This is an optimization exercise on Yosys and OpenROAD, whose aim is small area, not a production implementation. At most, simulation tests tie the RTL to the original design; equivalence was not proved. Power figures rest on the tool's default switching activity, not on a simulated workload.

==> module top, before the edit <==
module top(
    input clock,
    input rst,
    output uart_tx,
    input uart_rx
);
    reg [3:0] ph;
    always @(posedge clock) ph <= ph + 1'b1;
    wire q4 = (ph[1:0] == 2'd3);
    reg [4:0] rt;        
    reg [3:0] rs;        
    reg [7:0] rd;
    reg       valid;
    wire rtick = q4 && (rt == 5'd24);
    wire [3:0] hi = rd[7:4];
    wire [3:0] lo = rd[3:0];
    wire is_num = (hi == 4'h3) && (lo <= 4'd9);
    wire is_let = (hi == 4'h4) && (lo >= 4'd1) && (lo <= 4'd6);
    wire is_hex = is_num || is_let;
    wire is_eol = (rd == 8'h0a) || (rd == 8'h0d);
    reg dbit;
    always @* case (ph[1:0])
        2'd0: dbit = rd[6] ? ~lo[0] : lo[0];
        2'd1: dbit = rd[6] ? (lo[1] ^ lo[0]) : lo[1];
        2'd2: dbit = rd[6] ? (lo[2] ^ (lo[1] & lo[0])) : lo[2];
        default: dbit = rd[6] | lo[3];
    endcase
    reg [1:0] q;         
    wire w   = (ph[3:2] == q - 2'd1);    
    wire win = (rs == 4'd11) && w;
    always @(posedge clock) begin
        if (rst || rs == 4'd0) rt <= 5'd12;
        else if (q4) rt <= (rt == 5'd24) ? 5'd0 : rt + 1'b1;
        if (rtick && rs >= 4'd2 && rs <= 4'd9) rd <= {uart_rx, rd[7:1]};
        if (rst) rs <= 4'd13;
        else case (rs)
            4'd0:  if (!uart_rx) rs <= 4'd1;
            4'd10: if (rtick) rs <= is_hex ? 4'd11 : 4'd0;
            4'd11: if (win && q4) rs <= 4'd0;
            4'd12, 4'd14, 4'd15: rs <= 4'd0;
            4'd13: if (rtick) rs <= 4'd0;
            default: if (rtick) rs <= rs + 1'b1;
        endcase
        if (rst) valid <= 1'b0;
        else if (rs == 4'd10 && rtick) valid <= is_eol;
        if (win && q4) q <= q - 2'd1;
    end
    reg [15:0] ra, rb;
    wire clr = (rs == 4'd13);
    wire ain = clr ? 1'b0 : win ? dbit : ra[0];
    wire bin = clr ? 1'b0 : win ? ra[0] : rb[0];
    always @(posedge clock) begin
        ra <= {ain, ra[15:1]};
        rb <= {bin, rb[15:1]};
    end
    localparam IDLE = 2'd0, MULT = 2'd1, SEND = 2'd2;
    reg [1:0]  st;
    reg [4:0]  t;        
    reg [3:0]  k;
    reg [3:0]  c;
    reg [32:0] p;
    reg        cy, bf;
    reg [3:0]  nib;
    wire mult = (st == MULT);
    wire m31  = q4 && (t[2:0] == 3'd7);
    wire load = (k == 4'd0) && (t[4:3] == 2'd0);
    wire last = k[2];
    wire x   = (mult && load) ? (t[2] & rb[0]) : p[0];
    wire ad  = mult && !load && !t[2] && bf && ra[0];
    wire s   = x ^ ad ^ cy;
    wire co  = (x & ad) | (x & cy) | (ad & cy);
    wire pin = (st == IDLE) ? 1'b0 : (mult && m31 && !last) ? 1'b0 : s;
    reg [4:0] dl;
    always @* case (c[2:0])
        3'd0: dl = 5'd29;
        3'd1: dl = 5'd15;
        3'd2: dl = 5'd1;
        3'd3: dl = 5'd20;
        3'd4: dl = 5'd6;
        3'd5: dl = 5'd25;
        3'd6: dl = 5'd11;
        default: dl = 5'd30;
    endcase
    always @(posedge clock) begin
        p  <= {pin, p[32:1]};
        cy <= mult && !m31 && co;
        if (mult && m31) bf <= s;
        if (st == SEND && k == 4'd0 && !c[3] && {t, ph[1:0]} == {2'b00, dl}) nib <= p[3:0];
        case (st)
            IDLE: if (valid && w && q4) begin
                st <= MULT; t <= 5'd0; k <= 4'd0;
            end
            MULT: if (!valid) st <= IDLE;
            else if (last && m31) begin
                st <= SEND; t <= 5'd0; k <= 4'd0; c <= 4'd0;
            end else if (q4) begin
                t <= t + 1'b1;
                if (t == 5'd31) k <= k + 1'b1;
            end
            default: if (q4) begin
                if (t == 5'd24) begin
                    t <= 5'd0;
                    if (k == 4'd9) begin
                        k <= 4'd0;
                        c <= c + 1'b1;
                        if (c == 4'd9) st <= IDLE;
                    end else k <= k + 1'b1;
                end else t <= t + 1'b1;
            end
        endcase
        if (rst) st <= IDLE;
    end
    wire lt = nib[3] & (nib[2] | nib[1]);
    wire [3:0] nl;
    assign nl[0] = nib[0] ^ lt;
    assign nl[1] = lt ? (nib[1] ~^ nib[0]) : nib[1];
    assign nl[2] = lt ? (nib[2] & (nib[1] | nib[0])) : nib[2];
    assign nl[3] = nib[3] & ~lt;
    wire [7:0] ch = c[3] ? {5'h01, ~c[0], c[0], ~c[0]} : {1'b0, lt, ~lt, ~lt, nl};
    reg fb;
    always @* case (k)
        4'd0: fb = 1'b0;
        4'd1: fb = ch[0];
        4'd2: fb = ch[1];
        4'd3: fb = ch[2];
        4'd4: fb = ch[3];
        4'd5: fb = ch[4];
        4'd6: fb = ch[5];
        4'd7: fb = ch[6];
        4'd8: fb = ch[7];
        default: fb = 1'b1;
    endcase
    assign uart_tx = (st != SEND) || fb;
endmodule
export LEC_CHECK = 0
export CAP_MARGIN = 20
export CORE_MARGIN = 2
export CORE_UTILIZATION = 40
export PLACE_DENSITY = 0.6
export SLEW_MARGIN = 20
create_clock -name core_clock -period 10.0 [get_ports {clock}]
standard.sh (not shown) runs the stock make flow with config.mk's settings and CLKGATE_MAP_FILE= SYNTH_SCRIPT=/design/flow/synth_recipe.tcl, a recipe that flattens the netlist after the stock synthesis.
==> flow/flow/run.sh <==
#!/bin/bash
# Standard flow, with clock tree synthesis told not to add dummy balancing loads
# and to use mid-size clock buffers.
set -euo pipefail
export CTS_ARGS="-sink_clustering_enable -repair_clock_nets -dont_use_dummy_load -buf_list sky130_fd_sc_hd__clkbuf_8 -root_buf sky130_fd_sc_hd__clkbuf_8 -sink_clustering_size 30 -sink_clustering_max_diameter 100"
bash standard.sh finish > standard_flow.log 2>&1
==> next run, changes <==
--- a/flow/design.v
+++ b/flow/design.v
@@ -31,22 +31,19 @@
     always @(posedge clock) begin
         if (rst || rs == 4'd0) rt <= 5'd12;
         else if (q4) rt <= (rt == 5'd24) ? 5'd0 : rt + 1'b1;
-        if (rtick && rs >= 4'd2 && rs <= 4'd9) rd <= {uart_rx, rd[7:1]};
-        if (rst) rs <= 4'd13;
-        else case (rs)
-            4'd0:  if (!uart_rx) rs <= 4'd1;
-            4'd10: if (rtick) rs <= is_hex ? 4'd11 : 4'd0;
-            4'd11: if (win && q4) rs <= 4'd0;
-            4'd12, 4'd14, 4'd15: rs <= 4'd0;
-            4'd13: if (rtick) rs <= 4'd0;
-            default: if (rtick) rs <= rs + 1'b1;
-        endcase
+        if (rtick && rs != 4'd10) rd <= {uart_rx, rd[7:1]};
+        if (rst) rs <= 4'd15;
+        else if (rs == 4'd0) begin
+            if (!uart_rx) rs <= 4'd1;
+        end else if (rs == 4'd11) begin
+            if (win && q4) rs <= 4'd0;
+        end else if (rtick) rs <= (rs == 4'd10) ? (is_hex ? 4'd11 : 4'd0) : rs + 1'b1;
         if (rst) valid <= 1'b0;
         else if (rs == 4'd10 && rtick) valid <= is_eol;
         if (win && q4) q <= q - 2'd1;
     end
     reg [15:0] ra, rb;
-    wire clr = (rs == 4'd13);
+    wire clr = (rs == 4'd15);
     wire ain = clr ? 1'b0 : win ? dbit : ra[0];
     wire bin = clr ? 1'b0 : win ? ra[0] : rb[0];
     always @(posedge clock) begin
@@ -70,22 +67,11 @@
     wire s   = x ^ ad ^ cy;
     wire co  = (x & ad) | (x & cy) | (ad & cy);
     wire pin = (st == IDLE) ? 1'b0 : (mult && m31 && !last) ? 1'b0 : s;
-    reg [4:0] dl;
-    always @* case (c[2:0])
-        3'd0: dl = 5'd29;
-        3'd1: dl = 5'd15;
-        3'd2: dl = 5'd1;
-        3'd3: dl = 5'd20;
-        3'd4: dl = 5'd6;
-        3'd5: dl = 5'd25;
-        3'd6: dl = 5'd11;
-        default: dl = 5'd30;
-    endcase
     always @(posedge clock) begin
         p  <= {pin, p[32:1]};
         cy <= mult && !m31 && co;
         if (mult && m31) bf <= s;
-        if (st == SEND && k == 4'd0 && !c[3] && {t, ph[1:0]} == {2'b00, dl}) nib <= p[3:0];
+        if (st == SEND && k == 4'd0 && !c[3] && t == 5'd7 && ph[1:0] == 2'd1) nib <= p[3:0];
         case (st)
             IDLE: if (valid && w && q4) begin
                 st <= MULT; t <= 5'd0; k <= 4'd0;
@@ -98,9 +84,9 @@
                 if (t == 5'd31) k <= k + 1'b1;
             end
             default: if (q4) begin
-                if (t == 5'd24) begin
+                if (t == (k[3] & k[1] ? 5'd12 : 5'd24)) begin    
                     t <= 5'd0;
-                    if (k == 4'd9) begin
+                    if (k == 4'd10) begin
                         k <= 4'd0;
                         c <= c + 1'b1;
                         if (c == 4'd9) st <= IDLE;
=> The new run went through all stages and came out clean. Synthesized area decreases by a few percent. Setup slack is better by 0.081 ns. Clock-buffer cell count is unchanged. Power climbs slightly. Cell area falls by a few percent. First-iteration DRC count falls by a quarter to a third.
For the first run of this note, only the layout was checked, not whether the RTL still works.

[port drivers added, routing unchanged]
The flow's constraints put no driver on any port. The routed layouts listed below were extracted and timed again, unchanged, in two steps. Step 1, drivers: a clkbuf_16 drives clock and a buf_2 each remaining input, both assumed. Step 2 moves the port delays by t, midway between the first and last clock arrival at a register: inputs arrive t later, outputs are due t later. That takes back most of the time a late clock gives input paths. Slacks: ideal ports / drivers / drivers and shift; pairs: ideal ports / drivers.
| run | t, ns | setup slack, ns | pins driven straight from the clock port |
|---|---|---|---|
| the first run | 0.381 | 5.472 / 5.440 / 5.821 | 1 |
| the second run | 0.383 | 5.553 / 5.522 / 5.904 | 1 |
After both steps every run listed still meets setup and hold.
